Background: an optimization exercise with open tools, aiming at small area, a short achievable clock period and few clock cycles. Do not read the settings as production practice.
In this exercise RTL edits were held to simulation tests only and were not proved equivalent to the original.

## job 9829
Design Top, start of the top module:
module Top(pts,led,out,clk,IN,wr_en,wr_a,wr_b,wr_w);
 input [2:0]pts;
 input [3:0]IN;
 input clk;
 output reg led;
 output reg [2:0]out;
 input wr_en;
 input [2:0]wr_a,wr_b;
 input [5:0]wr_w;
 reg tk_inp,start,reset;
 reg st_d;
 always@(posedge clk)
 begin
     tk_inp<=IN[1];
     start<=IN[2];
     reset<=IN[3];
     st_d<=start;
 end
 reg [2:0]i_state,f_state;
 wire ld=IN[1]&&!tk_inp;
 wire ld_src=ld&&!IN[0];
 always@(posedge clk)
 begin
     if(ld_src)
       i_state<=pts;
     if(ld&&IN[0])
       f_state<=pts;
 end
 wire [2:0]src_n=ld_src?pts:i_state;
 reg [5:0]wt[27:0];
 function integer eidx(input integer i,input integer j);
   integer lo,hi;
   begin
     lo=(i<j)?i:j;
     hi=(i<j)?j:i;
     eidx=lo*7-(lo*(lo-1))/2+(hi-lo-1);
   end
 endfunction
 genvar gi,gj;
 generate
   for(gi=0;gi<8;gi=gi+1)
   begin:wi
     for(gj=gi+1;gj<8;gj=gj+1)
     begin:wj
       always@(posedge clk)
         if(wr_en&&((wr_a==gi&&wr_b==gj)||(wr_a==gj&&wr_b==gi)))
           wt[eidx(gi,gj)]<=wr_w;
     end
   end
 endgenerate
 reg [6:0]dt[7:0];
 reg [7:0]visited;
 reg [2:0]pred[7:0];
 reg relax,first;
 wire restart=wr_en||ld_src;
 function mle(input [6:0]x,input [6:0]y);
   integer b;
   reg l,e;
   begin
     l=1'b0;
     e=1'b1;
     for(b=5;b>=0;b=b-1)
     begin
       l=l|(e&~x[b]&y[b]);
       e=e&~(x[b]^y[b]);
     end
     mle=(l|e)^x[6]^y[6];
   end
 endfunction
 function kle(input [7:0]x,input [7:0]y);
   begin
     kle=x[7]?y[7]:(y[7]|mle(x[6:0],y[6:0]));
   end
 endfunction
 wire [7:0]key[7:0];
 generate
   for(gi=0;gi<8;gi=gi+1)
   begin:ky
     assign key[gi]={visited[gi],dt[gi]};
   end
 endgenerate
 wire [7:0]hw;
 wire [7:0]mh[1:0];
 generate
   for(gi=0;gi<2;gi=gi+1)
   begin:hf
     wire l01=kle(key[4*gi],key[4*gi+1]);
     wire l02=kle(key[4*gi],key[4*gi+2]);
     wire l03=kle(key[4*gi],key[4*gi+3]);
     wire l12=kle(key[4*gi+1],key[4*gi+2]);
     wire l13=kle(key[4*gi+1],key[4*gi+3]);
     wire l23=kle(key[4*gi+2],key[4*gi+3]);
     assign hw[4*gi]=l01&l02&l03;
  ...
For scale: roughly 1500 cells after synthesis, ~290 flip-flops, roughly 25 I/O pins, ~17000 µm² of cells after synthesis.
export LEC_CHECK = 0
export CAP_MARGIN = 20
export CORE_MARGIN = 2
export CORE_UTILIZATION = 40
export CTS_BUF_LIST = sky130_fd_sc_hd__clkbuf_16
export CTS_CLUSTER_DIAMETER = 80
export CTS_CLUSTER_SIZE = 30
export SLEW_MARGIN = 20
create_clock -name core_clock -period 12.0 [get_ports {clk}]
standard.sh (not shown) runs the stock make flow with config.mk's settings and CLKGATE_MAP_FILE= SYNTH_SCRIPT=/design/flow/synth_recipe.tcl, a recipe that flattens the netlist after the stock synthesis.
==> flow/flow/run.sh <==
#!/bin/bash
# The standard layout, with repair_timing aiming for a larger setup slack
# than the 12 ns clock needs, so that the achieved period shrinks.
set -euo pipefail
bash standard.sh SETUP_SLACK_MARGIN=8.0 finish > standard.log 2>&1
Job 9829: all stages complete, timing, DRC and antenna checks passed
Testbench counts of job 9829, summed over its fixed seeds: cycles 4,371.
## Diff of input files: job 1135 against job 9829
-- flow/config.mk --
<<< job 9829, line 11
export CTS_BUF_LIST = sky130_fd_sc_hd__clkbuf_16
export CTS_CLUSTER_DIAMETER = 80
export CTS_CLUSTER_SIZE = 30
>>> job 1135, line 11
export CTS_BUF_LIST = sky130_fd_sc_hd__clkbuf_8
export CTS_CLUSTER_DIAMETER = 60
export CTS_CLUSTER_SIZE = 20
Between job 1135 and job 9829, post-CTS resize count is higher for job 9829, job 1135 comes in under that. Job 1135 and job 9829 all finish clean. Fmax was lower in the run labelled job 1135. Looking at number of stages on the worst setup path, job 1135 sits 2 lower than job 9829 does. Job 9829 → job 1135: final worst setup slack shows a reduction of 140 ps; clock latency of the later-clocked register in the worst-skew pair shows an increase of 90 ps; sequential share of layout area shows an increase of 0.35 points; hold slack shows an increase of 4.9 ps. Job 9829 → job 1135: growth of design area from synthesis to finish lost 0.94 points; register-to-register slack moved down; total number of vias climbed about 0.8%.
### job 1135 -> job 1052
-- flow/config.mk --
<<< job 1135, line 11
export CTS_BUF_LIST = sky130_fd_sc_hd__clkbuf_8
export CTS_CLUSTER_DIAMETER = 60
export CTS_CLUSTER_SIZE = 20
>>> job 1052, line 11
## What came out
The run with more setup slack is job 1052; job 1135 has less. On fraction of area in clock buffers and inverters: job 1052 sits above job 1135. [job 1052] total of plain and repair buffers excluding clock buffers rose 17 relative to job 1135. Status: wire length of the first global-routing pass parity (job 1052, job 1135).

==> what the ideal ports hide <==
The flow's constraints put no driver on any port. The routed layouts listed below were extracted and timed again, unchanged, in two steps. Step 1 (the two cells are an assumption about what drives the block):
set clk [get_ports {clk}]
set_driving_cell -lib_cell sky130_fd_sc_hd__clkbuf_16 $clk
set_driving_cell -lib_cell sky130_fd_sc_hd__buf_2 [delete_from_list [all_inputs] $clk]
Step 2 moves the port delays by t, midway between the first and last clock arrival at a register: inputs arrive t later, outputs are due t later. That takes back most of the time a late clock gives input paths. Three values: ideal, step 1, step 2; two values: the first two.
run | shift t [ns] | setup slack, ns | pins driven straight from the clock port
job 9829 | 0.583 | 7.722 / 7.722 / 7.338 | 1
job 1135 | 0.667 | 7.582 / 7.582 / 7.301 | 1
job 1052 | 0.646 | 7.685 / 7.685 / 7.315 | 1
After both steps every run listed still meets setup and hold. The setup slack of job 9829, which loses most, moves by 0.000 ns with the drivers and by -0.384 ns with both steps.
